This is an optimization exercise on Yosys and OpenROAD, whose aim is small area and a short achievable clock period, not a production implementation.
At most, simulation tests tie the RTL to the original design; equivalence was not proved.
For run 1, only the layout was checked, not whether the RTL still works.

## flow/design.v (module list and top-level ports; edited modules follow where they fit)
// module cordic: 3167 lines
module cordic (
    input  wire        clk,
    input  wire        rst,
    input  wire        valid_i,
    input  wire signed [16:0] x_i,
    input  wire signed [16:0] y_i,
    output wire        valid_o,
    output wire signed [16:0] x_o,
    output wire signed [16:0] y_o
    );
  // ...
==> flow/run.sh <==
#!/bin/bash
# synth_recipe.tcl (not shown) runs the flow's synth.tcl, then flattens the netlist and writes it again
# the make line also repeats each setting of config.mk as NAME=value (left out here)
make -C /OpenROAD-flow-scripts/flow DESIGN_CONFIG=/design/flow/config.mk WORK_HOME=/design/flow/orfs CLKGATE_MAP_FILE= SYNTH_SCRIPT=/design/flow/synth_recipe.tcl finish
==> flow/config.mk <==
export PLATFORM = sky130hd
export DESIGN_NAME = cordic
export DESIGN_NICKNAME = cordic
export VERILOG_FILES = /design/flow/design.v
export SDC_FILE = /design/flow/constraint.sdc
export NUM_CORES = 4
export LEC_CHECK = 0
export CAP_MARGIN = 20
export CORE_MARGIN = 2
export CORE_UTILIZATION = 40
export SETUP_SLACK_MARGIN = 1.5
export SLEW_MARGIN = 20
==> flow/constraint.sdc <==
create_clock -name core_clock -period 4.6 [get_ports {clk}]
set_input_delay 0.9200 -clock core_clock [delete_from_list [all_inputs] [get_ports {clk}]]
set_output_delay 0.9200 -clock core_clock [all_outputs]
set_load 0.01 [all_outputs]
==> implementation parameters, run 1 <==
Parameter                              Value

Critical path
  End of the worst register-to-register path    rdx7$_DFF_P_
  Critical path's slowest cell    or4_4
  Worst-path maximum fanout    2
  Register-to-register setup slack    1220 ps

Detailed routing
  DR WL/cell    15.10 µm
  Wire length on met1    31.64 mm

Synthesis
  Combinational family with the most area after synthesis    adder cells
  Post-Syn Area per Cell    10.13 µm²
  Biggest area contributors in the synthesized netlist    dfxtp_1 (32%), ha_1 (16%), fa_1 (14%), xnor2_1 (8.6%), xor2_1 (6.0%)
  Flop and latch count out of synthesis    538
  Cell Area, Synth    33,920 µm²
  Predominant post-synthesis flop cell    dfxtp_1

Layout
  Count of non-CTS buffers in the layout    388
  Number of clock buffers in the layout    81
  Most common cell after layout, fill and taps aside    dfxtp_1
  Share of the final layout cell area in multi-input gates    55.04%
  Fraction of area in registers    24.83%

Global routing
  Antenna violations before repair    0
  Pin count of the biggest net entering global routing    19
  Met2 usage    32.24%

Clock tree
  Post-CTS Setup Inserts    103
  CTS buffer count    58
  Clk slew on worst S/H paths    60 ps
  Number of buffers between clock root and the deepest sink    3

Run status
  Run status    failed layout checks
  Failed Checks    setup timing

STA
  Fmax achieved    210.2 MHz
  Crit share post-route    103.4%
  Number of setup violations in the final report    2
  Crit path setup slack, layout    -157.1 ps
  Number of failing hold endpoints at the final stage    0
  Shortest clock period the worst path allows after layout    4757 ps
  Worst hold slack across all endpoints    416.7 ps

Floorplanning
  Effective utilization at floorplan    40.46%
  Die extent in y    295.2 µm

Min path
  Type of the worst min-delay path    reg -> reg
==> inputs of run 2 (changes only) <==
--- a/flow/design.v
+++ b/flow/design.v
@@ -5,28 +5,31 @@
     input  wire        rst,
     input  wire        valid_i,
     input  wire signed [16:0] x_i,
     input  wire signed [16:0] y_i,
     output wire        valid_o,
     output wire signed [16:0] x_o,
     output wire signed [16:0] y_o
     );
-    reg [14:0] vp;
+    reg [15:0] vp;
     always @(posedge clk)
-        if (rst) vp <= 15'd0;
-        else     vp <= {vp[13:0], valid_i};
-    assign valid_o = vp[14];
+        if (rst) vp <= 16'd0;
+        else     vp <= {vp[14:0], valid_i};
+    assign valid_o = vp[15];
     wire [16:0] ax, ay;
     assign ax = x_i[16] ? -x_i : x_i;
     assign ay = y_i[16] ? -y_i : y_i;
+    reg [16:0] rx_a, ry_a;
+    reg rd_a;
+    always @(posedge clk) begin rx_a <= ax; ry_a <= ay; rd_a <= |y_i[15:0]; end
     wire [16:0] x0, y0, xs0, ys0, nx0, ny0;
     wire d0;
-    assign x0 = ax; assign y0 = ay;
-    assign d0 = |y_i[15:0];
+    assign x0 = rx_a; assign y0 = ry_a;
+    assign d0 = rd_a;
     assign xs0 = x0;
     assign ys0 = y0;
     wire [16:0] nx0_b = ys0 ^ {17{1'b0}};
     wire [16:0] nx0_s;
     wire [17:0] nx0_s_p, nx0_s_g;
     assign nx0_s_g[0] = 1'b0;
     assign nx0_s_p[0] = 1'b0;
     assign nx0_s_p[1] = x0[0] ^ nx0_b[0];
==> flow/flow/run.sh (new file) <==
#!/bin/bash
# The standard layout (standard.sh: ORFS from synthesis to the final layout), with one change:
# ADDER_MAP_FILE is empty, so ORFS's synthesis skips Yosys's full/half adder extraction and abc maps
# the adders' logic like the rest. Everything else, including the registers, is the standard flow.
set -euo pipefail
cd "$(dirname "$0")/.."
export ADDER_MAP_FILE=
bash standard.sh > standard.log 2>&1
==> flow/standard.sh (new file) <==
#!/bin/bash
# synth_recipe.tcl (not shown) runs the flow's synth.tcl, then flattens the netlist and writes it again
# the make line also repeats each setting of config.mk as NAME=value (left out here)
make -C /OpenROAD-flow-scripts/flow DESIGN_CONFIG=/design/flow/config.mk WORK_HOME=/design/flow/orfs CLKGATE_MAP_FILE= SYNTH_SCRIPT=/design/flow/synth_recipe.tcl "${@:-finish}"
==> flow/config.mk (replaced) <==
export PLATFORM = sky130hd
export DESIGN_NAME = cordic
export DESIGN_NICKNAME = cordic
export VERILOG_FILES = /design/flow/design.v
export SDC_FILE = /design/flow/constraint.sdc
export NUM_CORES = 4
export LEC_CHECK = 0
export ABC_AREA = 1
export CAP_MARGIN = 20
export CORE_MARGIN = 2
export CORE_UTILIZATION = 40
export SETUP_SLACK_MARGIN = 1.5
export SLEW_MARGIN = 20
removed: flow/run.sh
==> run 2 against run 1 <==
Net effect:
- highest routed layer unchanged
- final cell count grew 50%
- flip-flop and latch count is 37 higher
- wire length up 14%
- the run now finishes clean
- via count up 41%
- first-iteration DRC count increased by 120%
- setup slack better by 2100 ps
- synthesized area is 12% higher
- final area down 3.6%
==> implementation parameters, run 2 <==
Parameter                              Value

Synthesis
  Sequential fraction of the synthesis area    30.43% (was 31.75%)
  Cell Area, Synth    37,830 µm² (was 33,920 µm²)
  Cell accounting for the most synthesized area    dfxtp_1 (unchanged)
  Fraction of the mapped netlist area in simple logic gates    40.98% (was 8.053%)
  Flop and latch count out of synthesis    575 (was 538)
  Share of the synthesized area in the top cell type    30.43% (was 31.75%)
  Fraction of the mapped netlist area in compound gates    5.447% (was 9.163%)
  Ys Warns    1 (unchanged)
  EDFF count, synth    0 (unchanged)
  Proportion of synthesized flip-flops having asynchronous set or reset    0% (unchanged)
  Post-Syn Area per Cell    6.264 µm² (was 10.13 µm²)
  Combinational family with the most area after synthesis    simple AND/OR/NAND/NOR gates (was adder cells)
  Predominant post-synthesis flop cell    dfxtp_1 (unchanged)
  Biggest area contributors in the synthesized netlist    dfxtp_1 (30%), nand2_1 (24%), inv_1 (8.5%), xor2_1 (7.9%), nand3_1 (4.9%) (was dfxtp_1 (32%), ha_1 (16%), fa_1 (14%), xnor2_1 (8.6%), xor2_1 (6.0%))
  Leading cell types by count after synthesis    nand2_1 (2,405), inv_1 (860), dfxtp_1 (575) (was dfxtp_1 (538), inv_1 (514), ha_1 (423))
  Post-synthesis net count    6,077 (was 4,045)
  Dominant cell by count in the synthesized netlist    nand2_1 (was dfxtp_1)
  Mux share of post-synthesis cell area    0.05292% (was 0.4943%)
  Adder-Cell Fraction of Synth Area    0% (was 29.71%)
  Xor/xnor share of the synthesized area    11.99% (was 14.71%)
  Synth cell types    54 (was 60)
  Mapped Cells    6,040 (was 3,347)

Critical path
  Most used cell, CP    nand2_1 (was buf_6)
  CP Data Arrival Time    3190 ps (was 5270 ps)
  Critical path's slowest cell    dfxtp_1 (was or4_4)
  Largest stage delay on the critical path    520 ps (was 550 ps)
  Cell-by-cell listing of the critical path    buf_4 > nand2_1 > nand2_1 > nand2_1 > nand2_1 > nand3_1 > nand2_1 > nand2_1 > nand2_1 > nand2_1 > nand2_1 > nand2_1 > nand2_1 > nand2_1 > nand2_1 > nand2_1 > nand2_1 > nand2_1 > nor2_1 > nor2_1 (was buf_6 > or4_4 > buf_4 > buf_6 > buf_6 > nor4_4 > buf_4 > nand3_4 > buf_6 > buf_6 > buf_6 > buf_6 > buf_6 > o31ai_4 > xnor2_2 > ha_1 > a21o_1 > a21oi_2 > o21ai_1 > a311o_1 > fa_2 > nor4_1 > nand3_2 > o21ba_1)
  Data required time of the worst path    5130 ps (was 5110 ps)
  Worst Setup Path Type    reg -> reg (was in -> reg)
  Endpoint kind of the worst setup timing path    flip-flop (unchanged)
  Kind of cell adding the most delay to the critical path    simple AND/OR/NAND/NOR gates (unchanged)
  Crit path buffers/inverters    1 (was 10)
  Worst-path maximum fanout    21 (was 2)
  Critical Path Start Type    flip-flop (was input pin)

Detailed routing
  Total iterations of the first detailed-routing run    7 (was 5)
  Number of DRC violations after detailed routing    0 (unchanged)
  DR WL/cell    11.43 µm (was 15.10 µm)
  Total length of routed wires    84.91 mm (was 74.59 mm)
  Mean number of vias per cell    4.462 (was 4.760)
  Total via count after detailed routing    33,159 (was 23,519)
  DRC violation total after the first TritonRoute iteration    1,510 (was 675)
  Antenna-violating nets left    0 (unchanged)

Global routing
  Pin count of the biggest net entering global routing    28 (was 19)
  First-pass GRT wire length    143.7 mm (was 121.1 mm)
  Gr ovfl total    0 (unchanged)
  Number of global-route vias before repair    30,493 (was 24,707)
  Antenna violations before repair    0 (unchanged)
  Global routing usage summed across all routing layers    17.62% (was 16.98%)

Clock tree
  CTS root buf    clkbuf_16 (unchanged)
  TritonCTS sink count    575 (was 538)
  Clk slew on worst S/H paths    60 ps (about the same)
  Clk latency of the worst-skew pair    660 ps (was 630 ps)
  CTS buffer count    70 (was 58)
  Number of buffers between clock root and the deepest sink    3 (unchanged)
  Clock tree from TritonCTS    done (unchanged)
  Cts-stage hold buffer count    0 (unchanged)
  Maximum level of the CTS H-tree    3 (was 2)

Floorplanning
  FP Rows    112 (was 106)
  X dimension of the die    311.5 µm (was 295.2 µm)
  Effective utilization at floorplan    40.48% (was 40.46%)
  Die area    97,060 µm² (was 87,140 µm²)
  Core Box Area    93,470 µm² (was 83,820 µm²)
  Number of top-level design ports    72 (unchanged)
  Die extent in y    311.5 µm (was 295.2 µm)

STA
  Number of setup violations in the final report    0 (was 2)
  Pin slew with the least headroom to its limit    543.2 ps (was 751.9 ps)
  RSZ-0062 raised after global routing    false (was true)
  Worst hold slack across all endpoints    399.7 ps (was 416.7 ps)
  Crit share post-route    57.86% (was 103.4%)
  Fmax achieved    375.7 MHz (was 210.2 MHz)
  Shortest clock period the worst path allows after layout    2662 ps (was 4757 ps)
  Final-layout setup total negative slack    0 ps (was -234.7 ps)
  Crit path setup slack, layout    1938 ps (was -157.1 ps)
  Clk_skew    24.58 ps (was 32.45 ps)
  Number of failing hold endpoints at the final stage    0 (unchanged)
  Worst relative slew slack    63.31% (was 49.70%)
  Count of pins over their slew limit    0 (unchanged)

Layout
  Net count reported at finish    6,157 (was 4,457)
  Most common cell after layout, fill and taps aside    nand2_1 (was dfxtp_1)
  Number of antenna cells inserted    0 (unchanged)
  Post-synthesis to final-layout area growth    11.10% (was 28.59%)
  Commonest cells after routing, fill and taps aside    nand2_1 (2,405), inv_1 (860), dfxtp_1 (566) (was dfxtp_1 (520), inv_1 (493), ha_1 (378))
  Layout cell share with drive strength beyond 1    8.273% (was 22.25%)

Place
  Final Wtd Congestion    0.8407 (was 0.8353)
  Port bufs    71 (unchanged)
  Setup slack after placement    1272 ps (was -1018 ps)
  Post-DP HPWL    68.98 mm (was 57.47 mm)

Job
  Number of violations of the max-capacitance limit    0 (unchanged)

Min path
  Type of the worst min-delay path    reg -> reg (unchanged)

Run status
  Run status  no timing/DRC/antenna violations (was failed layout checks)
## run 2: cell families after synthesis
kind of cell,after synthesis
AO/OA/AOI/OAI,339
XOR/XNOR,512
multiplexers,2
AND/OR/NAND/NOR,3625
buffers and inverters,987
flip-flops,575
## run 2: area by class of cell
class / count / area (µm²)
clock buffer: 93 / 1969
clock inverter: 36 / 613.1
fill: 9586 / 51440
inverter: 915 / 3457
multi-input combinational: 4478 / 22120
sequential: 575 / 11520
tap: 1254 / 1569
timing repair buffer: 80 / 778.2
## run 2: through the flow
stage          area, µm²  instances  utilization [%]
6_report           42030       7431            44.97
2_1_floorplan      37830       6040                -
4_1_cts            42020       7431            44.95
3_5_place_dp       39440       7302            42.19
5_1_grt            42030       7431            44.97
3_3_place_gp       39440       7302            42.19
## run 2: final timing paths
kind | startpoint | to | slack, ps | depth (start not counted)
max | rdx3$_DFF_P_ | rdx4$_DFF_P_ | 1940 | 20
min | vp[6]$_SDFF_PP0_ | vp[7]$_SDFF_PP0_ | 400 | 2
max reg2reg | rdx3$_DFF_P_ | rdx4$_DFF_P_ | 1940 | 20
min reg2reg | vp[6]$_SDFF_PP0_ | vp[7]$_SDFF_PP0_ | 400 | 2
## run 2: worst register-to-register path, delay by kind of cell (launching register included)
family	cells	cell delay, ps
buf+inv	1	370
simple gates	19	1650
flops	1	520
## run 2: per-layer routing
layer  track usage (%)  vias to the layer above  wire length (µm)
met3             2.309                      111              3310
met1             23.83                    14175             42880
met2             29.26                      384             37020
li1                  -                    18489                 -
met4             5.040                        0              1706
met5                 0                        -                 0
## run 2: repair_timing
| action | CTS | global route |
|---|---|---|
| endpoints found under the setup margin | 0 | 12 |
| gates resized for setup | 0 | 9 |
| buffers inserted | 0 | 0 |
==> inputs of run 3 (changes only) <==
--- a/flow/config.mk
+++ b/flow/config.mk
@@ -9,5 +9,5 @@
 export CAP_MARGIN = 20
 export CORE_MARGIN = 2
 export CORE_UTILIZATION = 40
-export SETUP_SLACK_MARGIN = 1.5
+export SETUP_SLACK_MARGIN = 2.5
 export SLEW_MARGIN = 20
==> run 3 against run 2 <==
Net effect:
- highest routed layer unchanged
- sequential share of layout area down 5.5 points
- non-clock buffer count up 483
- still clean
- register-to-register slack better by 350 ps
- hold slack lost 0.81 ps
- global-route usage rose by 1.4 points
- critical path depth up 1
- synthesized cell count is the same
- flip-flop and latch count unchanged
==> implementation parameters, run 3 <==
Parameter                              Value

Run status
  Run status  no timing/DRC/antenna violations (unchanged)

Clock tree
  Number of buffers between clock root and the deepest sink    3 (unchanged)
  Clk slew on worst S/H paths    60 ps (about the same)
  Maximum level of the CTS H-tree    3 (unchanged)
  TritonCTS sink count    575 (unchanged)
  CTS buffer count    70 (unchanged)
  Clock tree from TritonCTS    done (unchanged)
  CTS root buf    clkbuf_16 (unchanged)
  Clk latency of the worst-skew pair    630 ps (was 660 ps)

STA
  Number of failing hold endpoints at the final stage    0 (unchanged)
  Crit share post-route    50.20% (was 57.86%)
  Number of setup violations in the final report    0 (unchanged)
  Clk_skew    25.87 ps (was 24.58 ps)
  RSZ-0062 raised after global routing    true (was false)
  Final-layout setup total negative slack    0 ps (unchanged)
  Pin slew with the least headroom to its limit    963.7 ps (was 543.2 ps)
  Worst relative slew slack    34.91% (was 63.31%)
  Shortest clock period the worst path allows after layout    2309 ps (was 2662 ps)
  Count of pins over their slew limit    0 (unchanged)
  Fmax achieved    433.1 MHz (was 375.7 MHz)

Synthesis
  Cell Area, Synth    37,830 µm² (unchanged)
  Predominant post-synthesis flop cell    dfxtp_1 (unchanged)
  Sequential fraction of the synthesis area    30.43% (unchanged)
  Flop and latch count out of synthesis    575 (unchanged)
  Share of the synthesized area in the top cell type    30.43% (unchanged)
  Mapped Cells    6,040 (unchanged)
  Biggest area contributors in the synthesized netlist    dfxtp_1 (30%), nand2_1 (24%), inv_1 (8.5%), xor2_1 (7.9%), nand3_1 (4.9%) (unchanged)
  Ys Warns    1 (unchanged)
  Post-Syn Area per Cell    6.264 µm² (unchanged)
  Cell accounting for the most synthesized area    dfxtp_1 (unchanged)
  Synth cell types    54 (unchanged)
  Post-synthesis net count    6,077 (unchanged)
  Dominant cell by count in the synthesized netlist    nand2_1 (unchanged)
  Proportion of synthesized flip-flops having asynchronous set or reset    0% (unchanged)
  EDFF count, synth    0 (unchanged)
  Leading cell types by count after synthesis    nand2_1 (2,405), inv_1 (860), dfxtp_1 (575) (unchanged)

Critical path
  Register-to-register setup slack    2290 ps (was 1940 ps)
  Worst Setup Path Type    reg -> reg (unchanged)
  Endpoint kind of the worst setup timing path    flip-flop (unchanged)
  CP Data Arrival Time    2820 ps (was 3190 ps)
  Data required time of the worst path    5110 ps (was 5130 ps)
  Critical Path Start Type    flip-flop (unchanged)
  Worst-path maximum fanout    5 (was 21)

Layout
  Number of antenna cells inserted    0 (unchanged)
  Layout cell share with drive strength beyond 1    35.71% (was 8.273%)
  Most common cell after layout, fill and taps aside    nand2_1 (unchanged)
  Register area    11,600 µm² (was 11,520 µm²)
  Commonest cells after routing, fill and taps aside    nand2_1 (1,658), inv_1 (763), nand2_2 (689) (was nand2_1 (2,405), inv_1 (860), dfxtp_1 (566))
  Combined area of the multi-input logic cells    28,410 µm² (was 22,120 µm²)
  Fraction of the core area covered by cells at the end of the flow    56.54% (was 44.97%)
  Net count reported at finish    6,655 (was 6,157)
  Filler Cells Inserted    8,477 (was 9,586)
  Post-synthesis to final-layout area growth    39.70% (was 11.10%)

Detailed routing
  Mean number of vias per cell    4.692 (was 4.462)
  Total iterations of the first detailed-routing run    5 (was 7)
  DR WL/cell    13.20 µm (was 11.43 µm)
  DRC violation total after the first TritonRoute iteration    1,763 (was 1,510)
  Total via count after detailed routing    37,178 (was 33,159)
  Number of DRC violations after detailed routing    0 (unchanged)
  Antenna-violating nets left    0 (unchanged)
  Total length of routed wires    104.6 mm (was 84.91 mm)

Global routing
  Global routing usage summed across all routing layers    19.00% (was 17.62%)
  Number of global-route vias before repair    33,207 (was 30,493)
  Pin count of the biggest net entering global routing    26 (was 28)
  First-pass GRT wire length    155.4 mm (was 143.7 mm)
  Antenna violations before repair    1 (was 0)
  Gr ovfl total    0 (unchanged)

Job
  Number of violations of the max-capacitance limit    0 (unchanged)

Floorplanning
  Number of top-level design ports    72 (unchanged)
  FP Rows    112 (unchanged)
  Die area    97,060 µm² (unchanged)
  Die extent in y    311.5 µm (unchanged)
  Core Box Area    93,470 µm² (unchanged)
  X dimension of the die    311.5 µm (unchanged)
  Effective utilization at floorplan    40.48% (unchanged)

Min path
  Type of the worst min-delay path    reg -> reg (unchanged)

Place
  Port bufs    71 (unchanged)
  Post-DP HPWL    69.19 mm (was 68.98 mm)
  Final Wtd Congestion    0.8679 (was 0.8407)
[run 3: cell counts after synthesis]
Identical to the previous run, type by type.
[run 3: path summary, 6_finish.rpt]
kind	start	end	depth (start not counted)
min reg2reg	vp[0]$_SDFF_PP0_	vp[1]$_SDFF_PP0_	2
max reg2reg	rdx9$_DFF_P_	rdx10$_DFF_P_	21
min	vp[0]$_SDFF_PP0_	vp[1]$_SDFF_PP0_	2
max	rdx9$_DFF_P_	rdx10$_DFF_P_	21
[run 3: area by class of cell]
| type | count | share of cell area (%) |
|---|---|---|
| inverters | 915 | 6.899 |
| clock inverters | 22 | 0.5895 |
| clock buffers | 102 | 3.963 |
| repair inverters | 5 | 0.08049 |
| flip-flops and latches | 575 | 21.95 |
| repair buffers | 563 | 9.796 |
| multi-input cells | 4488 | 53.75 |
| well taps | 1254 | 2.969 |
[run 3: timing repair]
item | in CTS | in global routing
gates resized for setup | 809 | 1368
hold buffers | 0 | 0
hold endpoints to repair | 0 | 0
pin swaps | 310 | 687
gates cloned | 15 | 14
setup buffers | 227 | 242
setup endpoints to repair | 404 | 209
[run 3: cell families after synthesis]
group	share of synthesized area, %
flip-flops	30.43
buffers and inverters	11.10
XOR/XNOR	11.99
multiplexers	0.05292
AO/OA/AOI/OAI	5.447
AND/OR/NAND/NOR	40.98
[run 3: routing by layer]
| metal | track usage [%] | up-vias | share of wire (%) |
|---|---|---|---|
| li1 | - | 19457 | - |
| met1 | 24.96 | 16958 | 45 |
| met2 | 32.57 | 594 | 49 |
| met3 | 2.582 | 169 | 3.9 |
| met4 | 4.996 | 0 | 2.3 |
| met5 | 0 | - | 0 |
[run 3: metrics by stage]
stage	std cells	cell area (µm²)	worst slack [ps]	hold slack (ps)
2_1_floorplan	6040	37850	2164	388.3
3_3_place_gp	7302	39450	1160	389.2
3_5_place_dp	7302	39450	1256	392.2
4_1_cts	7668	45890	2347	369.1
5_1_grt	7924	52850	2165	387.7
6_report	7924	52850	2291	398.9
[run 3: worst max-delay path, stage by stage (launching register included)]
cell and delay (ps):
dfxtp_4 370, buf_6 120, buf_8 130, buf_6 130
nand2_4 60, nand2_2 50, nand2_2 90, nand2_2 80
inv_2 70, nand2_2 80, nor2_4 110, nand2_4 80
nand2_4 90, nand2_2 70, nand2_2 100, nand2_2 60
nand2_2 60, nand2_2 80, nand2_2 90, nand2_2 60
nor2_2 150, a21oi_2 70
==> inputs of run 4 (changes only) <==
--- a/flow/config.mk
+++ b/flow/config.mk
@@ -9,5 +9,5 @@
 export CAP_MARGIN = 20
 export CORE_MARGIN = 2
 export CORE_UTILIZATION = 40
-export SETUP_SLACK_MARGIN = 2.5
+export SETUP_SLACK_MARGIN = 2.2
 export SLEW_MARGIN = 20
==> run 4 against run 3 <==
Net effect:
- count of clock-buffer cells in the layout shrank 12
- critical path type is now in -> reg
- largest cell class unchanged
- die area did not move
- final area down 16%
- highest routed layer unchanged
==> implementation parameters, run 4 <==
Parameter                              Value

Floorplanning
  Number of top-level design ports    72 (unchanged)
  X dimension of the die    311.5 µm (unchanged)
  Effective utilization at floorplan    40.48% (unchanged)
  Die extent in y    311.5 µm (unchanged)
  Core Box Area    93,470 µm² (unchanged)
  Die area    97,060 µm² (unchanged)
  FP Rows    112 (unchanged)

Clock tree
  CTS buffer count    69 (was 70)
  Number of buffers between clock root and the deepest sink    3 (unchanged)
  TritonCTS sink count    575 (unchanged)
  Clock tree from TritonCTS    done (unchanged)
  Maximum level of the CTS H-tree    3 (unchanged)
  Clk slew on worst S/H paths    60 ps (about the same)
  CTS root buf    clkbuf_16 (unchanged)
  Clk latency of the worst-skew pair    630 ps (about the same)

Min path
  End point of the worst hold path    vp[12]$_SDFF_PP0_ (was vp[1]$_SDFF_PP0_)
  HP Start    vp[11]$_SDFF_PP0_ (was vp[0]$_SDFF_PP0_)
  Count of cells along the worst hold path    2 (unchanged)
  Type of the worst min-delay path    reg -> reg (unchanged)

Synthesis
  Ys Warns    1 (unchanged)
  Biggest area contributors in the synthesized netlist    dfxtp_1 (30%), nand2_1 (24%), inv_1 (8.5%), xor2_1 (7.9%), nand3_1 (4.9%) (unchanged)
  Cell Area, Synth    37,830 µm² (unchanged)
  Dominant cell by count in the synthesized netlist    nand2_1 (unchanged)
  Share of the synthesized area in the top cell type    30.43% (unchanged)
  Flop and latch count out of synthesis    575 (unchanged)
  Proportion of synthesized flip-flops having asynchronous set or reset    0% (unchanged)
  Post-Syn Area per Cell    6.264 µm² (unchanged)
  Post-synthesis net count    6,077 (unchanged)
  Predominant post-synthesis flop cell    dfxtp_1 (unchanged)
  Synth cell types    54 (unchanged)
  Sequential fraction of the synthesis area    30.43% (unchanged)
  Leading cell types by count after synthesis    nand2_1 (2,405), inv_1 (860), dfxtp_1 (575) (unchanged)
  EDFF count, synth    0 (unchanged)
  Cell accounting for the most synthesized area    dfxtp_1 (unchanged)
  Mapped Cells    6,040 (unchanged)

STA
  RSZ-0062 raised after global routing    true (unchanged)
  Number of setup violations in the final report    0 (unchanged)
  Worst hold slack across all endpoints    400.9 ps (was 398.9 ps)
  Final-layout setup total negative slack    0 ps (unchanged)
  Pin slew with the least headroom to its limit    565.2 ps (was 963.7 ps)
  Number of failing hold endpoints at the final stage    0 (unchanged)
  Count of pins over their slew limit    0 (unchanged)
  Shortest clock period the worst path allows after layout    2305 ps (was 2309 ps)
  Worst relative slew slack    61.83% (was 34.91%)
  Crit share post-route    50.12% (was 50.20%)
  Fmax achieved    433.8 MHz (was 433.1 MHz)
  Clk_skew    23.84 ps (was 25.87 ps)

Global routing
  First-pass GRT wire length    145.2 mm (was 155.4 mm)
  Global routing usage summed across all routing layers    17.78% (was 19.00%)
  Antenna violations before repair    1 (unchanged)
  Gr ovfl total    0 (unchanged)
  Number of global-route vias before repair    30,599 (was 33,207)
  Pin count of the biggest net entering global routing    34 (was 26)

Layout
  Filler Cells Inserted    9,511 (was 8,477)
  Most common cell after layout, fill and taps aside    nand2_1 (unchanged)
  Net count reported at finish    6,275 (was 6,655)
  Layout cell share with drive strength beyond 1    14.73% (was 35.71%)
  Commonest cells after routing, fill and taps aside    nand2_1 (2,257), inv_1 (845), dfxtp_1 (554) (was nand2_1 (1,658), inv_1 (763), nand2_2 (689))
  Post-synthesis to final-layout area growth    16.97% (was 39.70%)

Job
  Number of violations of the max-capacitance limit    0 (unchanged)

Place
  Port bufs    71 (unchanged)
  Post-DP HPWL    69.05 mm (was 69.19 mm)
  Final Wtd Congestion    0.8687 (was 0.8679)

Detailed routing
  Total via count after detailed routing    33,936 (was 37,178)
  Antenna-violating nets left    0 (unchanged)
  Number of DRC violations after detailed routing    0 (unchanged)
  DRC violation total after the first TritonRoute iteration    1,489 (was 1,763)
  Mean number of vias per cell    4.496 (was 4.692)
  Total length of routed wires    88.93 mm (was 104.6 mm)
  DR WL/cell    11.78 µm (was 13.20 µm)
  Total iterations of the first detailed-routing run    5 (unchanged)

Critical path
  CP Data Arrival Time    2810 ps (was 2820 ps)
  End of the worst register-to-register path    rdx1$_DFF_P_ (was rdx10$_DFF_P_)
  R2R Path Start    rdx0$_DFF_P_ (was rdx9$_DFF_P_)
  Data required time of the worst path    5110 ps (about the same)
  Worst-path maximum fanout    4 (was 5)
  Critical Path Start Type    input pin (was flip-flop)
  Endpoint kind of the worst setup timing path    flip-flop (unchanged)
  Worst Reg2Reg Path Length in Cells    18 (was 21)
  Launching instance or port of the critical path    y_i[1] (was rdx9$_DFF_P_)
  Worst Setup Path Type    in -> reg (was reg -> reg)
  Register-to-register setup slack    2300 ps (was 2290 ps)

Run status
  Run status  no timing/DRC/antenna violations (unchanged)
## run 4: final cells by class
class                      count  area, µm²  share of cell area, %
timing repair inverter         3      20.02                0.04524
antenna                        1      2.502               0.005655
multi-input combinational   4480      23250                  52.53
tap                         1254       1569                  3.546
timing repair buffer         194       1879                  4.247
clock inverter                36      469.2                  1.060
inverter                     915       3556                  8.036
sequential                   575      11570                  26.15
clock buffer                  90       1937                  4.377
## run 4: timing repair
item	4_1_cts	5_1_grt
pin swaps	14	127
endpoints found under the setup margin	187	133
hold buffers	0	0
gates resized for setup	93	397
cloned	2	10
buffers inserted	6	101
## run 4: through the flow
| step | util, % | worst slack (ps) | instances | cell area [µm²] |
|---|---|---|---|---|
| detailed placement | 42.19 | 1331 | 7302 | 39440 |
| CTS | 44.97 | 2157 | 7436 | 42030 |
| global placement | 42.19 | 1231 | 7302 | 39440 |
| global route | 47.34 | 2110 | 7547 | 44250 |
| finish | 47.34 | 2295 | 7548 | 44250 |
| floorplan | - | 2150 | 6040 | 37830 |
## run 4: per-layer routing
layer	global-route usage (%)	vias to the layer above	routed length (µm)
met5	0	-	0
met4	4.084	0	1533
met3	2.256	104	3218
met2	29.43	414	39340
met1	24.52	14700	44840
li1	-	18718	-
## run 4: cell families (layout without fill, tap and decap cells)
kind of cell    after synthesis  count (layout)  share of synthesized area, %
mux                           2               2                       0.05292
flops                       575             575                         30.43
simple gates               3625            3627                         40.98
compound gates              339             339                         5.447
buf+inv                     987            1238                         11.10
other cells                   0               1                             0
xor+xnor                    512             512                         11.99
## run 4: worst max path at each step
stage	end	slack, ps	cells after the start
4_1_cts	rdx2$_DFF_P_	2160	18
2_1_floorplan	ry_a[15]$_DFF_P_	2150	16
3_5_place_dp	ry_a[15]$_DFF_P_	1330	17
6_report	ry_a[12]$_DFF_P_	2290	17
5_1_grt	rdx6$_DFF_P_	2110	16
3_3_place_gp	ry_a[15]$_DFF_P_	1230	17
## run 4: worst max-delay path, cell delays in order
cell	delay, ps
dlygate4sd2_1	260
nor2_1	140
nand2_2	90
nor2_4	100
nand2_2	70
nor2_2	100
nand2_2	90
nor2_4	100
nand2_2	80
nor2_2	120
nand2_1	100
nor2_2	130
buf_4	120
buf_4	90
buf_4	90
nor2_1	40
xor2_1	150
==> inputs of run 5 (changes only) <==
--- a/flow/config.mk
+++ b/flow/config.mk
@@ -9,5 +9,7 @@
 export CAP_MARGIN = 20
 export CORE_MARGIN = 2
 export CORE_UTILIZATION = 40
+export CTS_CLUSTER_DIAMETER = 120
+export CTS_CLUSTER_SIZE = 25
 export SETUP_SLACK_MARGIN = 2.2
 export SLEW_MARGIN = 20
==> run 5 against run 4 <==
Net effect:
- fmax about the same
- hold slack better by 5.5 ps
- global-route usage down 0.43 points
- first-iteration DRC count down 6.5%
- setup slack better by 2.3 ps
- critical endpoint is now rdx1$_DFF_P_
- critical path type is now reg -> reg
- final area down 3.2%
- die area unchanged
==> implementation parameters, run 5 <==
Parameter                              Value

Critical path
  End of the worst register-to-register path    rdx1$_DFF_P_ (unchanged)
  R2R Path Start    rdx0$_DFF_P_ (unchanged)
  Critical path's slowest cell    dfxtp_4 (was dlygate4sd2_1)
  Worst-path maximum fanout    7 (was 4)
  Most used cell, CP    nand2_2 (unchanged)
  Critical Path Start Type    flip-flop (was input pin)
  Worst Reg2Reg Path Length in Cells    18 (unchanged)
  Endpoint kind of the worst setup timing path    flip-flop (unchanged)
  Data required time of the worst path    5120 ps (was 5110 ps)
  Largest stage delay on the critical path    400 ps (was 260 ps)
  Worst Setup Path Type    reg -> reg (was in -> reg)
  CP Data Arrival Time    2820 ps (was 2810 ps)
  Register-to-register setup slack    2300 ps (about the same)
  Cell-by-cell listing of the critical path    buf_12 > buf_4 > xnor2_2 > or2_1 > nand2_2 > inv_2 > nand2_4 > nor2_2 > nor2_2 > nand2_2 > nand2_2 > nand2_2 > nand2_2 > nand2_2 > nor2_2 > nand3_1 > nor2_1 > nor2_1 (was dlygate4sd2_1 > nor2_1 > nand2_2 > nor2_4 > nand2_2 > nor2_2 > nand2_2 > nor2_4 > nand2_2 > nor2_2 > nand2_1 > nor2_2 > buf_4 > buf_4 > buf_4 > nor2_1 > xor2_1)

Place
  Port bufs    71 (unchanged)
  Setup slack after placement    1331 ps (unchanged)
  Final Wtd Congestion    0.8687 (unchanged)
  Number of placed instances with taps included    7,302 (unchanged)
  Post-DP HPWL    69.05 mm (unchanged)

Layout
  Most common cell after layout, fill and taps aside    nand2_1 (unchanged)
  Commonest cells after routing, fill and taps aside    nand2_1 (2,253), inv_1 (844), dfxtp_1 (552) (was nand2_1 (2,257), inv_1 (845), dfxtp_1 (554))
  Layout cell share with drive strength beyond 1    14.07% (was 14.73%)
  Net count reported at finish    6,252 (was 6,275)
  Final Instance Count excl. Fillers    7,473 (was 7,548)
  Post-synthesis to final-layout area growth    13.25% (was 16.97%)

Synthesis
  Mapped Cells    6,040 (unchanged)
  Cell accounting for the most synthesized area    dfxtp_1 (unchanged)
  Fraction of the mapped netlist area in compound gates    5.447% (unchanged)
  Share of the synthesized area in the top cell type    30.43% (unchanged)
  Cell Area, Synth    37,830 µm² (unchanged)
  Predominant post-synthesis flop cell    dfxtp_1 (unchanged)
  Combinational family with the most area after synthesis    simple AND/OR/NAND/NOR gates (unchanged)
  Post-Syn Area per Cell    6.264 µm² (unchanged)
  Proportion of synthesized flip-flops having asynchronous set or reset    0% (unchanged)
  EDFF count, synth    0 (unchanged)
  Flop and latch count out of synthesis    575 (unchanged)
  Dominant cell by count in the synthesized netlist    nand2_1 (unchanged)
  Mux share of post-synthesis cell area    0.05292% (unchanged)
  Xor/xnor share of the synthesized area    11.99% (unchanged)
  Adder-Cell Fraction of Synth Area    0% (unchanged)
  Leading cell types by count after synthesis    nand2_1 (2,405), inv_1 (860), dfxtp_1 (575) (unchanged)
  Sequential fraction of the synthesis area    30.43% (unchanged)
  Biggest area contributors in the synthesized netlist    dfxtp_1 (30%), nand2_1 (24%), inv_1 (8.5%), xor2_1 (7.9%), nand3_1 (4.9%) (unchanged)
  Post-synthesis net count    6,077 (unchanged)
  Ys Warns    1 (unchanged)
  Fraction of the mapped netlist area in simple logic gates    40.98% (unchanged)
  Synth cell types    54 (unchanged)

STA
  Pin slew with the least headroom to its limit    567.4 ps (was 565.2 ps)
  RSZ-0062 raised after global routing    true (unchanged)
  Crit path setup slack, layout    2297 ps (was 2295 ps)
  Crit share post-route    50.07% (was 50.12%)
  Worst relative slew slack    61.68% (was 61.83%)
  Final-layout setup total negative slack    0 ps (unchanged)
  Count of pins over their slew limit    0 (unchanged)
  Clk_skew    32.58 ps (was 23.84 ps)
  Fmax achieved    434.2 MHz (was 433.8 MHz)
  Number of failing hold endpoints at the final stage    0 (unchanged)
  Shortest clock period the worst path allows after layout    2303 ps (was 2305 ps)
  Number of setup violations in the final report    0 (unchanged)

Min path
  Type of the worst min-delay path    reg -> reg (unchanged)
  Count of cells along the worst hold path    2 (unchanged)
  HP Start    vp[4]$_SDFF_PP0_ (was vp[11]$_SDFF_PP0_)
  End point of the worst hold path    vp[5]$_SDFF_PP0_ (was vp[12]$_SDFF_PP0_)

Run status
  Run status  no timing/DRC/antenna violations (unchanged)

Detailed routing
  Total via count after detailed routing    33,744 (was 33,936)
  Total length of routed wires    88.05 mm (was 88.93 mm)
  DRC violation total after the first TritonRoute iteration    1,392 (was 1,489)
  Total iterations of the first detailed-routing run    8 (was 5)
  Number of DRC violations after detailed routing    0 (unchanged)
  Antenna-violating nets left    0 (unchanged)
  Mean number of vias per cell    4.515 (was 4.496)
  DR WL/cell    11.78 µm (about the same)

Global routing
  First-pass GRT wire length    143.0 mm (was 145.2 mm)
  Antenna violations before repair    1 (unchanged)
  Pin count of the biggest net entering global routing    34 (unchanged)
  Met1 track utilization from global routing    24.28% (was 24.52%)
  Gr ovfl total    0 (unchanged)
  Global routing usage summed across all routing layers    17.34% (was 17.78%)
  Met3 capacity usage during global routing    1.631% (was 2.256%)
  Peak-usage layer in the global routing report    met2 (unchanged)
  Met2 usage    29.15% (was 29.43%)
  Number of global-route vias before repair    30,104 (was 30,599)

Floorplanning
  Die area    97,060 µm² (unchanged)
  Die extent in y    311.5 µm (unchanged)
  Core Box Area    93,470 µm² (unchanged)
  Effective utilization at floorplan    40.48% (unchanged)
  FP Rows    112 (unchanged)
  X dimension of the die    311.5 µm (unchanged)
  Number of top-level design ports    72 (unchanged)

Clock tree
  CTS root buf    clkbuf_16 (unchanged)
  Cts-stage hold buffer count    0 (unchanged)
  TritonCTS sink count    575 (unchanged)
  Clk slew on worst S/H paths    100 ps (was 60 ps)
  Clk latency of the worst-skew pair    630 ps (about the same)
  CTS buffer count    27 (was 69)
  Maximum level of the CTS H-tree    1 (was 3)
  Number of buffers between clock root and the deepest sink    3 (unchanged)
  Clock tree from TritonCTS    done (unchanged)

Job
  Number of violations of the max-capacitance limit    0 (unchanged)
[run 5: per-stage QoR]
step           area [µm²]  util [%]  hold WS (ps)
6_report            42850     45.84         406.3
5_1_grt             42840     45.83         418.7
4_1_cts             40380     43.21         409.9
3_5_place_dp        39440     42.19         395.2
3_3_place_gp        39440     42.19         388.9
2_1_floorplan       37830         -         388.3
[run 5: final cells by class]
type                            count  area, µm²
Inverter                          915       3556
Sequential cell                   575      11580
Timing Repair Buffer              215       2100
Clock inverter                      3      30.03
Clock buffer                       28      679.4
Timing Repair inverter              1      8.758
Multi-Input combinational cell   4480      23320
Fill cell                        9580      50620
Tap cell                         1254       1569
Antenna cell                        2      5.005
[run 5: critical path: cells and delay by family (launching register included)]
family | cells | cell delay, ps
and+or+nand+nor | 14 | 1290
buffers and inverters | 3 | 360
xor gates and xnor gates | 1 | 130
DFF | 1 | 400
[run 5: timing repair]
action,CTS,global route
endpoints found under the setup margin,197,124
buffers inserted,11,116
pin swaps,14,142
gates cloned,1,10
resized for setup,95,427
[run 5: how the worst max path moves through the flow]
stage / start / end / cells after the start
finish: rdx0$_DFF_P_ / rdx1$_DFF_P_ / 18
global route: rdx5$_DFF_P_ / rdx6$_DFF_P_ / 16
CTS: rdx1$_DFF_P_ / rdx2$_DFF_P_ / 18
detailed placement: y_i[0] / ry_a[15]$_DFF_P_ / 17
global placement: y_i[0] / ry_a[15]$_DFF_P_ / 17
floorplan: y_i[0] / ry_a[15]$_DFF_P_ / 16
[run 5: routing by layer]
layer	wire (µm)	up-vias
met1	44490	14682
met2	38990	383
met5	0	-
met4	1535	0
li1	-	18607
met3	3043	72
[run 5: logic make-up (layout without fill, tap and decap cells)]
group,count (synthesis),after routing
other,0,2
xor gates and xnor gates,512,512
AOI/OAI and AO/OA,339,339
and+or+nand+nor,3625,3627
DFF,575,575
buffers and inverters,987,1162
muxes,2,2
==> inputs of run 6 (changes only) <==
--- a/flow/config.mk
+++ b/flow/config.mk
@@ -10,6 +10,6 @@
 export CORE_MARGIN = 2
 export CORE_UTILIZATION = 40
 export CTS_CLUSTER_DIAMETER = 120
-export CTS_CLUSTER_SIZE = 25
+export CTS_CLUSTER_SIZE = 20
 export SETUP_SLACK_MARGIN = 2.2
 export SLEW_MARGIN = 20
==> run 6 against run 5 <==
Net effect:
- fmax decreased by 1.7%
- count of clock-buffer cells in the layout up 8
- setup slack lost 39 ps
- wire length grew 0.30%
- synthesized area unchanged
- die area stayed put
- via count up 0.10%
- hold slack worse by 2.4 ps
- global-route usage rose by 0.10 points
- sequential share of layout area decreased by 0.094 points
- clock skew down 2.7 ps
- critical path type is now reg -> out
- critical endpoint is now y_o[14]
==> implementation parameters, run 6 <==
Parameter                              Value

STA
  Worst relative slew slack    61.93% (was 61.68%)
  Crit path setup slack, layout    2258 ps (was 2297 ps)
  Number of failing hold endpoints at the final stage    0 (unchanged)
  Shortest clock period the worst path allows after layout    2342 ps (was 2303 ps)
  Crit share post-route    50.91% (was 50.07%)
  Clk_skew    29.84 ps (was 32.58 ps)
  Number of setup violations in the final report    0 (unchanged)
  Final-layout setup total negative slack    0 ps (unchanged)
  Fmax achieved    427.0 MHz (was 434.2 MHz)
  Worst hold slack across all endpoints    404.0 ps (was 406.3 ps)
  Count of pins over their slew limit    0 (unchanged)
  RSZ-0062 raised after global routing    true (unchanged)
  Pin slew with the least headroom to its limit    563.7 ps (was 567.4 ps)

Critical path
  Worst-path maximum fanout    1 (was 7)
  Kind of cell adding the most delay to the critical path    buffers and inverters (was simple AND/OR/NAND/NOR gates)
  Logic depth of the worst setup path including buffers    1 (was 18)
  Worst Setup Path Type    reg -> out (was reg -> reg)
  Endpoint kind of the worst setup timing path    output port (was flip-flop)
  Crit path buffers/inverters    1 (was 3)
  Worst Reg2Reg Path Length in Cells    18 (unchanged)
  Data required time of the worst path    3680 ps (was 5120 ps)
  Cell-by-cell listing of the critical path    clkdlybuf4s50_1 (was buf_12 > buf_4 > xnor2_2 > or2_1 > nand2_2 > inv_2 > nand2_4 > nor2_2 > nor2_2 > nand2_2 > nand2_2 > nand2_2 > nand2_2 > nand2_2 > nor2_2 > nand3_1 > nor2_1 > nor2_1)
  Critical Path Start Type    flip-flop (unchanged)
  CP Data Arrival Time    1420 ps (was 2820 ps)
  Critical path's slowest cell    clkdlybuf4s50_1 (was dfxtp_4)
  Largest stage delay on the critical path    530 ps (was 400 ps)

Floorplanning
  Die extent in y    311.5 µm (unchanged)
  Effective utilization at floorplan    40.48% (unchanged)
  FP Rows    112 (unchanged)
  X dimension of the die    311.5 µm (unchanged)
  Number of top-level design ports    72 (unchanged)
  Die area    97,060 µm² (unchanged)
  Core Box Area    93,470 µm² (unchanged)

Global routing
  Global routing usage summed across all routing layers    17.44% (was 17.34%)
  First-pass GRT wire length    143.4 mm (was 143.0 mm)
  Gr ovfl total    0 (unchanged)
  Pin count of the biggest net entering global routing    34 (unchanged)
  Number of global-route vias before repair    30,115 (was 30,104)
  Antenna violations before repair    1 (unchanged)

Detailed routing
  Total length of routed wires    88.32 mm (was 88.05 mm)
  DR WL/cell    11.82 µm (was 11.78 µm)
  Number of DRC violations after detailed routing    0 (unchanged)
  Mean number of vias per cell    4.521 (was 4.515)
  Antenna-violating nets left    0 (unchanged)
  Total via count after detailed routing    33,779 (was 33,744)
  Total iterations of the first detailed-routing run    7 (was 8)
  DRC violation total after the first TritonRoute iteration    1,478 (was 1,392)

Synthesis
  Cell Area, Synth    37,830 µm² (unchanged)
  Predominant post-synthesis flop cell    dfxtp_1 (unchanged)
  Post-Syn Area per Cell    6.264 µm² (unchanged)
  Sequential fraction of the synthesis area    30.43% (unchanged)
  Share of the synthesized area in the top cell type    30.43% (unchanged)
  Mapped Cells    6,040 (unchanged)
  Leading cell types by count after synthesis    nand2_1 (2,405), inv_1 (860), dfxtp_1 (575) (unchanged)
  Cell accounting for the most synthesized area    dfxtp_1 (unchanged)
  Flop and latch count out of synthesis    575 (unchanged)
  Synth cell types    54 (unchanged)
  EDFF count, synth    0 (unchanged)
  Dominant cell by count in the synthesized netlist    nand2_1 (unchanged)
  Biggest area contributors in the synthesized netlist    dfxtp_1 (30%), nand2_1 (24%), inv_1 (8.5%), xor2_1 (7.9%), nand3_1 (4.9%) (unchanged)
  Ys Warns    1 (unchanged)
  Proportion of synthesized flip-flops having asynchronous set or reset    0% (unchanged)
  Post-synthesis net count    6,077 (unchanged)

Clock tree
  TritonCTS sink count    575 (unchanged)
  CTS root buf    clkbuf_16 (unchanged)
  CTS buffer count    35 (was 27)
  Maximum level of the CTS H-tree    2 (was 1)
  Clk latency of the worst-skew pair    580 ps (was 630 ps)
  Cts-stage hold buffer count    0 (unchanged)
  Clk slew on worst S/H paths    80 ps (was 100 ps)
  Clock tree from TritonCTS    done (unchanged)
  Number of buffers between clock root and the deepest sink    3 (unchanged)

Layout
  Filler Cells Inserted    9,594 (was 9,580)
  Commonest cells after routing, fill and taps aside    nand2_1 (2,243), inv_1 (845), dfxtp_1 (553) (was nand2_1 (2,253), inv_1 (844), dfxtp_1 (552))
  Post-synthesis to final-layout area growth    13.61% (was 13.25%)
  Most common cell after layout, fill and taps aside    nand2_1 (unchanged)
  Final cell area excluding filler cells    42,980 µm² (was 42,850 µm²)
  Layout cell share with drive strength beyond 1    14.12% (was 14.07%)
  Net count reported at finish    6,249 (was 6,252)

Job
  Number of violations of the max-capacitance limit    0 (unchanged)

Min path
  Count of cells along the worst hold path    2 (unchanged)
  Type of the worst min-delay path    reg -> reg (unchanged)

Place
  Final Wtd Congestion    0.8687 (unchanged)
  Setup slack after placement    1331 ps (unchanged)
  Post-DP HPWL    69.05 mm (unchanged)
  Port bufs    71 (unchanged)
  Placement-stage cell area    39,440 µm² (unchanged)

Run status
  Run status  no timing/DRC/antenna violations (unchanged)
==> run 6: cell counts after synthesis <==
No cell type changed its count.
==> run 6: path summary, 6_finish.rpt <==
kind / from / endpoint / slack [ps]
hold / removal: vp[4]$_SDFF_PP0_ / vp[5]$_SDFF_PP0_ / 400
setup / recovery: ry14[14]$_DFF_P_ / y_o[14] / 2260
setup reg to reg: rdx0$_DFF_P_ / rdx1$_DFF_P_ / 2300
hold reg to reg: vp[4]$_SDFF_PP0_ / vp[5]$_SDFF_PP0_ / 400
==> run 6: worst min-delay path, stage by stage, from the launching register on <==
cell     delay [ps]
dfxtp_1         300
inv_1            40
nor2_1           30
==> run 6: cells by family (layout without fill, tap and decap cells) <==
logic type / Yosys count / after routing / share of synthesized area (%)
compound gates: 339 / 339 / 5.447
xor+xnor: 512 / 512 / 11.99
buf+inv: 987 / 1162 / 11.10
flops: 575 / 575 / 30.43
mux: 2 / 2 / 0.05292
other cells: 0 / 1 / 0
simple gates: 3625 / 3626 / 40.98
==> run 6: timing repair <==
item,in CTS,in global routing
endpoints found under the setup margin,181,132
gates cloned,1,9
buffers inserted,12,105
pin swaps,15,137
resized for setup,81,430
==> run 6: area by class of cell <==
type / instances / area (µm²) / share of cell area (%)
multi-input cells: 4479 / 23300 / 54.22
flip-flops and latches: 575 / 11570 / 26.93
inverters: 915 / 3553 / 8.267
repair buffers: 204 / 2024 / 4.710
well taps: 1254 / 1569 / 3.650
clock buffers: 36 / 879.6 / 2.046
clock inverters: 5 / 62.56 / 0.1456
repair inverters: 2 / 12.51 / 0.02911
diodes: 1 / 2.502 / 0.005822
==> run 6: layer usage <==
layer  part of all wire (%)  up-vias  GRT usage, %  wire length, µm
met4                    2.0        0         3.458             1776
met5                      0        -             0                0
met1                     50    14710         24.37            44460
li1                       -    18604             -                -
met3                    3.4       89         1.737             3017
met2                     44      376         29.12            39070
==> run 6: per-stage QoR <==
stage	cells	utilization (%)
final	7471	45.98
after global routing	7470	45.98
after CTS	7356	43.47
after detailed placement	7302	42.19
after global placement	7302	42.19
after floorplan	6040	-
==> inputs of run 7 (changes only) <==
--- a/flow/config.mk
+++ b/flow/config.mk
@@ -11,5 +11,5 @@
 export CORE_UTILIZATION = 40
 export CTS_CLUSTER_DIAMETER = 120
 export CTS_CLUSTER_SIZE = 20
-export SETUP_SLACK_MARGIN = 2.2
+export SETUP_SLACK_MARGIN = 2.4
 export SLEW_MARGIN = 20
==> run 7 against run 6 <==
Net effect:
- wire length is 7.6% higher
- fmax up 2.2%
- critical endpoint is now rdx4$_DFF_P_
- highest routed layer unchanged
- via count up 4.5%
- clock skew fell by 11 ps
- non-clock buffer count is 186 higher
==> implementation parameters, run 7 <==
Parameter                              Value

Synthesis
  Synth cell types    54 (unchanged)
  Mapped Cells    6,040 (unchanged)
  Leading cell types by count after synthesis    nand2_1 (2,405), inv_1 (860), dfxtp_1 (575) (unchanged)
  Flop and latch count out of synthesis    575 (unchanged)
  Dominant cell by count in the synthesized netlist    nand2_1 (unchanged)
  Sequential fraction of the synthesis area    30.43% (unchanged)
  Biggest area contributors in the synthesized netlist    dfxtp_1 (30%), nand2_1 (24%), inv_1 (8.5%), xor2_1 (7.9%), nand3_1 (4.9%) (unchanged)
  Post-synthesis net count    6,077 (unchanged)
  Share of the synthesized area in the top cell type    30.43% (unchanged)
  Cell accounting for the most synthesized area    dfxtp_1 (unchanged)
  Proportion of synthesized flip-flops having asynchronous set or reset    0% (unchanged)
  Ys Warns    1 (unchanged)
  Predominant post-synthesis flop cell    dfxtp_1 (unchanged)
  Post-Syn Area per Cell    6.264 µm² (unchanged)
  EDFF count, synth    0 (unchanged)
  Cell Area, Synth    37,830 µm² (unchanged)

Global routing
  Peak-usage layer in the global routing report    met2 (unchanged)
  Antenna violations before repair    0 (was 1)
  Met2 usage    29.71% (was 29.12%)
  Met3 capacity usage during global routing    1.670% (was 1.737%)
  First-pass GRT wire length    145.6 mm (was 143.4 mm)
  Pin count of the biggest net entering global routing    28 (was 34)
  Gr ovfl total    0 (unchanged)
  Number of global-route vias before repair    31,058 (was 30,115)
  Met1 track utilization from global routing    24.21% (was 24.37%)
  Global routing usage summed across all routing layers    17.71% (was 17.44%)

STA
  Shortest clock period the worst path allows after layout    2290 ps (was 2342 ps)
  Crit share post-route    49.79% (was 50.91%)
  RSZ-0062 raised after global routing    true (unchanged)
  Fmax achieved    436.6 MHz (was 427.0 MHz)
  Worst relative slew slack    53.36% (was 61.93%)
  Number of failing hold endpoints at the final stage    0 (unchanged)
  Final-layout setup total negative slack    0 ps (unchanged)
  Number of setup violations in the final report    0 (unchanged)
  Worst hold slack across all endpoints    402.2 ps (was 404.0 ps)
  Count of pins over their slew limit    0 (unchanged)
  Clk_skew    18.37 ps (was 29.84 ps)
  Pin slew with the least headroom to its limit    690.6 ps (was 563.7 ps)

Clock tree
  Cts-stage hold buffer count    0 (unchanged)
  Maximum level of the CTS H-tree    2 (unchanged)
  TritonCTS sink count    575 (unchanged)
  Clk slew on worst S/H paths    80 ps (about the same)
  CTS buffer count    34 (was 35)
  Clock tree from TritonCTS    done (unchanged)
  Clk latency of the worst-skew pair    580 ps (about the same)
  CTS root buf    clkbuf_16 (unchanged)
  Number of buffers between clock root and the deepest sink    3 (unchanged)

Detailed routing
  Number of DRC violations after detailed routing    0 (unchanged)
  Antenna-violating nets left    0 (unchanged)
  Total via count after detailed routing    35,306 (was 33,779)
  DRC violation total after the first TritonRoute iteration    1,709 (was 1,478)
  DR WL/cell    12.40 µm (was 11.82 µm)
  Total iterations of the first detailed-routing run    6 (was 7)
  Total length of routed wires    95.02 mm (was 88.32 mm)
  Mean number of vias per cell    4.607 (was 4.521)

Floorplanning
  Core Box Area    93,470 µm² (unchanged)
  Effective utilization at floorplan    40.48% (unchanged)
  Number of top-level design ports    72 (unchanged)
  Die extent in y    311.5 µm (unchanged)
  Die area    97,060 µm² (unchanged)
  FP Rows    112 (unchanged)
  X dimension of the die    311.5 µm (unchanged)

Critical path
  Worst Reg2Reg Path Length in Cells    21 (was 18)
  Worst-path maximum fanout    6 (was 1)
  Worst Setup Path Type    reg -> reg (was reg -> out)
  CP Data Arrival Time    2760 ps (was 1420 ps)
  Data required time of the worst path    5070 ps (was 3680 ps)
  Critical Path Start Type    flip-flop (unchanged)
  Endpoint kind of the worst setup timing path    flip-flop (was output port)

Layout
  Post-synthesis to final-layout area growth    25.71% (was 13.61%)
  Number of antenna cells inserted    0 (was 1)
  Commonest cells after routing, fill and taps aside    nand2_1 (1,888), inv_1 (801), dfxtp_1 (537) (was nand2_1 (2,243), inv_1 (845), dfxtp_1 (553))
  Net count reported at finish    6,443 (was 6,249)
  Filler Cells Inserted    9,146 (was 9,594)
  Layout cell share with drive strength beyond 1    26.23% (was 14.12%)
  Most common cell after layout, fill and taps aside    nand2_1 (unchanged)

Place
  Port bufs    71 (unchanged)
  Final Wtd Congestion    0.8532 (was 0.8687)
  Post-DP HPWL    68.86 mm (was 69.05 mm)

Run status
  Run status  no timing/DRC/antenna violations (unchanged)

Job
  Number of violations of the max-capacitance limit    0 (unchanged)

Min path
  Count of cells along the worst hold path    2 (unchanged)
  Type of the worst min-delay path    reg -> reg (unchanged)
run 7: cell count changes in the layout (fill, tap and decap cells not counted), sizes merged:
cell           previous run  this run
nand2                  2546      2552
diode                     1         0
clkdlybuf4s50            40        26
inv                     912       914
clkdlybuf4s15             0         2
buf                     125       313
bufinv                    0         1
dlymetal6s2s              7         1
clkinvlp                  1         4
dlygate4sd2              22        38
clkbuf                   46        45
clkinv                    9         5
run 7: through the flow:
stage	setup WS (ps)	utilization (%)	cells	cell area (µm²)
floorplan	2163	-	6040	37840
global placement	1146	42.20	7302	39440
detailed placement	1294	42.20	7302	39440
CTS	2312	44.90	7443	41970
global route	2133	50.88	7663	47560
finish	2310	50.88	7663	47560
run 7: critical path, stage by stage (launching register included):
cell and delay, ps:
dfxtp_4 370, buf_12 130, clkinvlp_4 160, buf_6 170
nand2_2 60, nand2_2 60, inv_2 90, nor2_4 60
nor2_4 140, nand2_4 80, nor2_4 130, nand2_2 80
nand2_2 90, nand2_2 70, nand2_2 70, nand2_2 60
nand2_1 50, nand2_1 60, nand2_2 70, nand2_1 50
nor2_1 100, nor2_1 40
run 7: layout make-up:
| cell class | count | area (µm²) | area share [%] |
|---|---|---|---|
| repair inverters | 5 | 33.78 | 0.07103 |
| flip-flops and latches | 575 | 11600 | 24.40 |
| repair buffers | 390 | 3638 | 7.650 |
| multi-input cells | 4485 | 26230 | 55.15 |
| clock buffers | 35 | 854.6 | 1.797 |
| inverters | 915 | 3567 | 7.500 |
| well taps | 1254 | 1569 | 3.299 |
| clock inverters | 4 | 63.81 | 0.1342 |
run 7: what timing repair did:
action,CTS,global route
pin swaps,91,471
endpoints found under the setup margin,356,153
gates cloned,7,17
buffers inserted,95,203
gates resized for setup,321,1085
run 7: worst paths after layout:
| check | end | start | slack [ps] |
|---|---|---|---|
| min | vp[14]$_SDFF_PP0_ | vp[13]$_SDFF_PP0_ | 400 |
| max | rdx4$_DFF_P_ | rdx3$_DFF_P_ | 2310 |
| max reg2reg | rdx4$_DFF_P_ | rdx3$_DFF_P_ | 2310 |
| min reg2reg | vp[14]$_SDFF_PP0_ | vp[13]$_SDFF_PP0_ | 400 |
run 7: layer usage:
metal / share of wire (%) / wire length [µm] / vias up
met1: 47 / 44740 / 15756
met5: 0 / 0 / -
li1: - / - / 18980
met2: 47 / 44620 / 441
met4: 2.5 / 2412 / 0
met3: 3.4 / 3246 / 129
run 7: cell families after synthesis:
logic type                share of synthesized area, %
buffers and inverters                            11.10
DFF                                              30.43
xor gates and xnor gates                         11.99
muxes                                          0.05292
and+or+nand+nor                                  40.98
AOI/OAI and AO/OA                                5.447
==> inputs of run 8 (changes only) <==
--- a/flow/config.mk
+++ b/flow/config.mk
@@ -11,5 +11,5 @@
 export CORE_UTILIZATION = 40
 export CTS_CLUSTER_DIAMETER = 120
 export CTS_CLUSTER_SIZE = 20
-export SETUP_SLACK_MARGIN = 2.4
+export SETUP_SLACK_MARGIN = 2.0
 export SLEW_MARGIN = 20
==> run 8 against run 7 <==
Net effect:
- fmax fell by 5.4%
- synthesized area did not move
- first-iteration DRC count fell by 16%
- largest cell class unchanged
- still clean on timing, DRC and antenna
- global-route usage fell by 0.50 points
==> implementation parameters, run 8 <==
Parameter                              Value

Run status
  Run status  no timing/DRC/antenna violations (unchanged)

Critical path
  Largest stage delay on the critical path    360 ps (was 370 ps)
  Cell-by-cell listing of the critical path    buf_6 > inv_4 > nand2_1 > nand2_2 > inv_4 > nand2_2 > nand2_2 > inv_1 > nand2_1 > nor2_1 > nand3_1 > nand3_1 > nand2_1 > nand2_1 > xor2_1 > a21oi_1 (was buf_12 > clkinvlp_4 > buf_6 > nand2_2 > nand2_2 > inv_2 > nor2_4 > nor2_4 > nand2_4 > nor2_4 > nand2_2 > nand2_2 > nand2_2 > nand2_2 > nand2_2 > nand2_1 > nand2_1 > nand2_2 > nand2_1 > nor2_1 > nor2_1)
  Data required time of the worst path    5040 ps (was 5070 ps)
  Endpoint kind of the worst setup timing path    flip-flop (unchanged)
  Worst Setup Path Type    reg -> reg (unchanged)
  CP Data Arrival Time    2860 ps (was 2760 ps)
  Worst-path maximum fanout    23 (was 6)
  Critical path's slowest cell    xor2_1 (was dfxtp_4)
  Crit path buffers/inverters    4 (unchanged)
  Most used cell, CP    nand2_1 (was nand2_2)

STA
  Crit path setup slack, layout    2178 ps (was 2310 ps)
  Crit share post-route    52.64% (was 49.79%)
  Final-layout setup total negative slack    0 ps (unchanged)
  Number of failing hold endpoints at the final stage    0 (unchanged)
  Count of pins over their slew limit    0 (unchanged)
  Shortest clock period the worst path allows after layout    2422 ps (was 2290 ps)
  RSZ-0062 raised after global routing    true (unchanged)
  Number of setup violations in the final report    0 (unchanged)
  Pin slew with the least headroom to its limit    543.7 ps (was 690.6 ps)

Synthesis
  Biggest area contributors in the synthesized netlist    dfxtp_1 (30%), nand2_1 (24%), inv_1 (8.5%), xor2_1 (7.9%), nand3_1 (4.9%) (unchanged)
  Predominant post-synthesis flop cell    dfxtp_1 (unchanged)
  Mapped Cells    6,040 (unchanged)
  Dominant cell by count in the synthesized netlist    nand2_1 (unchanged)
  Sequential fraction of the synthesis area    30.43% (unchanged)
  Proportion of synthesized flip-flops having asynchronous set or reset    0% (unchanged)
  Synth cell types    54 (unchanged)
  Cell accounting for the most synthesized area    dfxtp_1 (unchanged)
  Leading cell types by count after synthesis    nand2_1 (2,405), inv_1 (860), dfxtp_1 (575) (unchanged)
  Share of the synthesized area in the top cell type    30.43% (unchanged)
  Cell Area, Synth    37,830 µm² (unchanged)
  Post-Syn Area per Cell    6.264 µm² (unchanged)
  Post-synthesis net count    6,077 (unchanged)

Detailed routing
  Total length of routed wires    84.13 mm (was 95.02 mm)
  DR WL/cell    11.41 µm (was 12.40 µm)
  Total via count after detailed routing    32,958 (was 35,306)
  Total iterations of the first detailed-routing run    6 (unchanged)
  Antenna-violating nets left    0 (unchanged)

Floorplanning
  Effective utilization at floorplan    40.48% (unchanged)
  Core Box Area    93,470 µm² (unchanged)
  X dimension of the die    311.5 µm (unchanged)
  Die extent in y    311.5 µm (unchanged)
  FP Rows    112 (unchanged)
  Die area    97,060 µm² (unchanged)

Place
  Post-DP HPWL    68.98 mm (was 68.86 mm)
  Port bufs    71 (unchanged)
  Setup slack after placement    1272 ps (was 1294 ps)
  Final Wtd Congestion    0.8407 (was 0.8532)

Clock tree
  TritonCTS sink count    575 (unchanged)
  CTS root buf    clkbuf_16 (unchanged)
  Clock tree from TritonCTS    done (unchanged)
  Number of buffers between clock root and the deepest sink    3 (unchanged)
  Maximum level of the CTS H-tree    2 (unchanged)
  CTS buffer count    34 (unchanged)

Global routing
  Peak-usage layer in the global routing report    met2 (unchanged)
  Global routing usage summed across all routing layers    17.21% (was 17.71%)
  Met1 track utilization from global routing    23.78% (was 24.21%)
  Number of global-route vias before repair    29,970 (was 31,058)
  First-pass GRT wire length    141.5 mm (was 145.6 mm)
  Met2 usage    29.22% (was 29.71%)
  Gr ovfl total    0 (unchanged)

Layout
  Post-synthesis to final-layout area growth    8.043% (was 25.71%)
  Commonest cells after routing, fill and taps aside    nand2_1 (2,390), inv_1 (858), dfxtp_1 (559) (was nand2_1 (1,888), inv_1 (801), dfxtp_1 (537))
  Most common cell after layout, fill and taps aside    nand2_1 (unchanged)
  Fraction of the core area covered by cells at the end of the flow    43.73% (was 50.88%)
  Layout cell share with drive strength beyond 1    8.254% (was 26.23%)
  Final cell area excluding filler cells    40,880 µm² (was 47,560 µm²)
  Filler Cells Inserted    9,723 (was 9,146)
  Number of antenna cells inserted    0 (unchanged)

Job
  Number of violations of the max-capacitance limit    0 (unchanged)
==> run 8: cell counts after synthesis <==
No cell type changed its count.
==> run 8: layout make-up <==
class	instances	share of cell area, %
Sequential cell	575	28.28
Tap cell	1254	3.838
Inverter	915	8.497
Clock buffer	36	2.152
Clock inverter	2	0.09489
Timing Repair Buffer	112	2.678
Multi-Input combinational cell	4478	54.46
==> run 8: worst min-delay path, stage by stage, from the launching register on <==
cell	delay, ps
dfxtp_1	300
inv_1	40
nor2_1	30
==> run 8: final timing paths <==
| check | depth (start not counted) | slack [ps] | to | startpoint |
|---|---|---|---|---|
| max | 16 | 2180 | rdx7$_DFF_P_ | rdx6$_DFF_P_ |
| min | 2 | 400 | vp[13]$_SDFF_PP0_ | vp[12]$_SDFF_PP0_ |
| max reg2reg | 16 | 2180 | rdx7$_DFF_P_ | rdx6$_DFF_P_ |
| min reg2reg | 2 | 400 | vp[13]$_SDFF_PP0_ | vp[12]$_SDFF_PP0_ |
==> run 8: routing by layer <==
layer	share of wire, %	vias to the layer above
met3	3.7	68
met5	0	-
met4	1.5	0
met2	44	359
li1	-	18429
met1	51	14102
==> run 8: logic make-up (layout without fill, tap and decap cells) <==
kind of cell / Yosys count / after routing / share of synthesized area [%]
simple gates: 3625 / 3625 / 40.98
buf+inv: 987 / 1065 / 11.10
flops: 575 / 575 / 30.43
xor+xnor: 512 / 512 / 11.99
compound gates: 339 / 339 / 5.447
mux: 2 / 2 / 0.05292
==> run 8: stage by stage <==
stage	std cells
floorplan	6040
global placement	7302
detailed placement	7302
CTS	7342
global route	7372
finish	7372
==> run 8: what timing repair did <==
item                       CTS  global route
setup buffers                2            30
hold buffers                 0             0
gates resized for setup     19            79
setup endpoints to repair   69            75
pin swaps                    0            14

## what the ideal ports hide
No port has a modelled driver above. Below, the same layouts with a new extraction and two added sets of constraints.
Step 1 sets driving cells, clkbuf_16 on the clock port and buf_2 on the other inputs (assumed; they add their load-dependent delay and slew).
Step 2 adds t to the input delays and takes it off the output delays; t is the mean of the earliest and latest rising clock arrival at the registers after step 1. Input paths then give back, and output paths get back, about the clock's delay inside the block.
Three values: ideal ports, drivers, drivers and shift; two values: the first two.
| run | t (ns) | setup WS [ns] | worst hold slack (ns) | worst setup path at the end | cell pins on the clock port's net |
|---|---|---|---|---|---|
| run 1 | 0.677 | -0.157 / -0.124 / -0.801 | 0.417 / 0.417 / 0.417 | input to register | 1 |
| run 2 | 0.710 | 1.938 / 1.938 / 1.278 | 0.400 / 0.400 / 0.400 | input to register | 1 |
| run 3 | 0.682 | 2.291 / 2.291 / 1.929 | 0.399 / 0.394 / 0.399 | input to register | 1 |
| run 4 | 0.673 | 2.295 / 2.304 / 1.661 | 0.401 / 0.401 / 0.401 | input to register | 1 |
| run 5 | 0.672 | 2.297 / 2.297 / 1.665 | 0.406 / 0.406 / 0.406 | input to register | 1 |
| run 6 | 0.621 | 2.258 / 2.200 / 1.769 | 0.404 / 0.404 / 0.404 | input to register | 1 |
| run 7 | 0.639 | 2.310 / 2.310 / 1.882 | 0.402 / 0.402 / 0.402 | input to register | 1 |
| run 8 | 0.623 | 2.178 / 2.136 / 1.628 | 0.404 / 0.404 / 0.404 | input to register | 1 |
The setup slack of run 2, which loses most, moves by 0.000 ns with the drivers and by -0.660 ns with both steps.
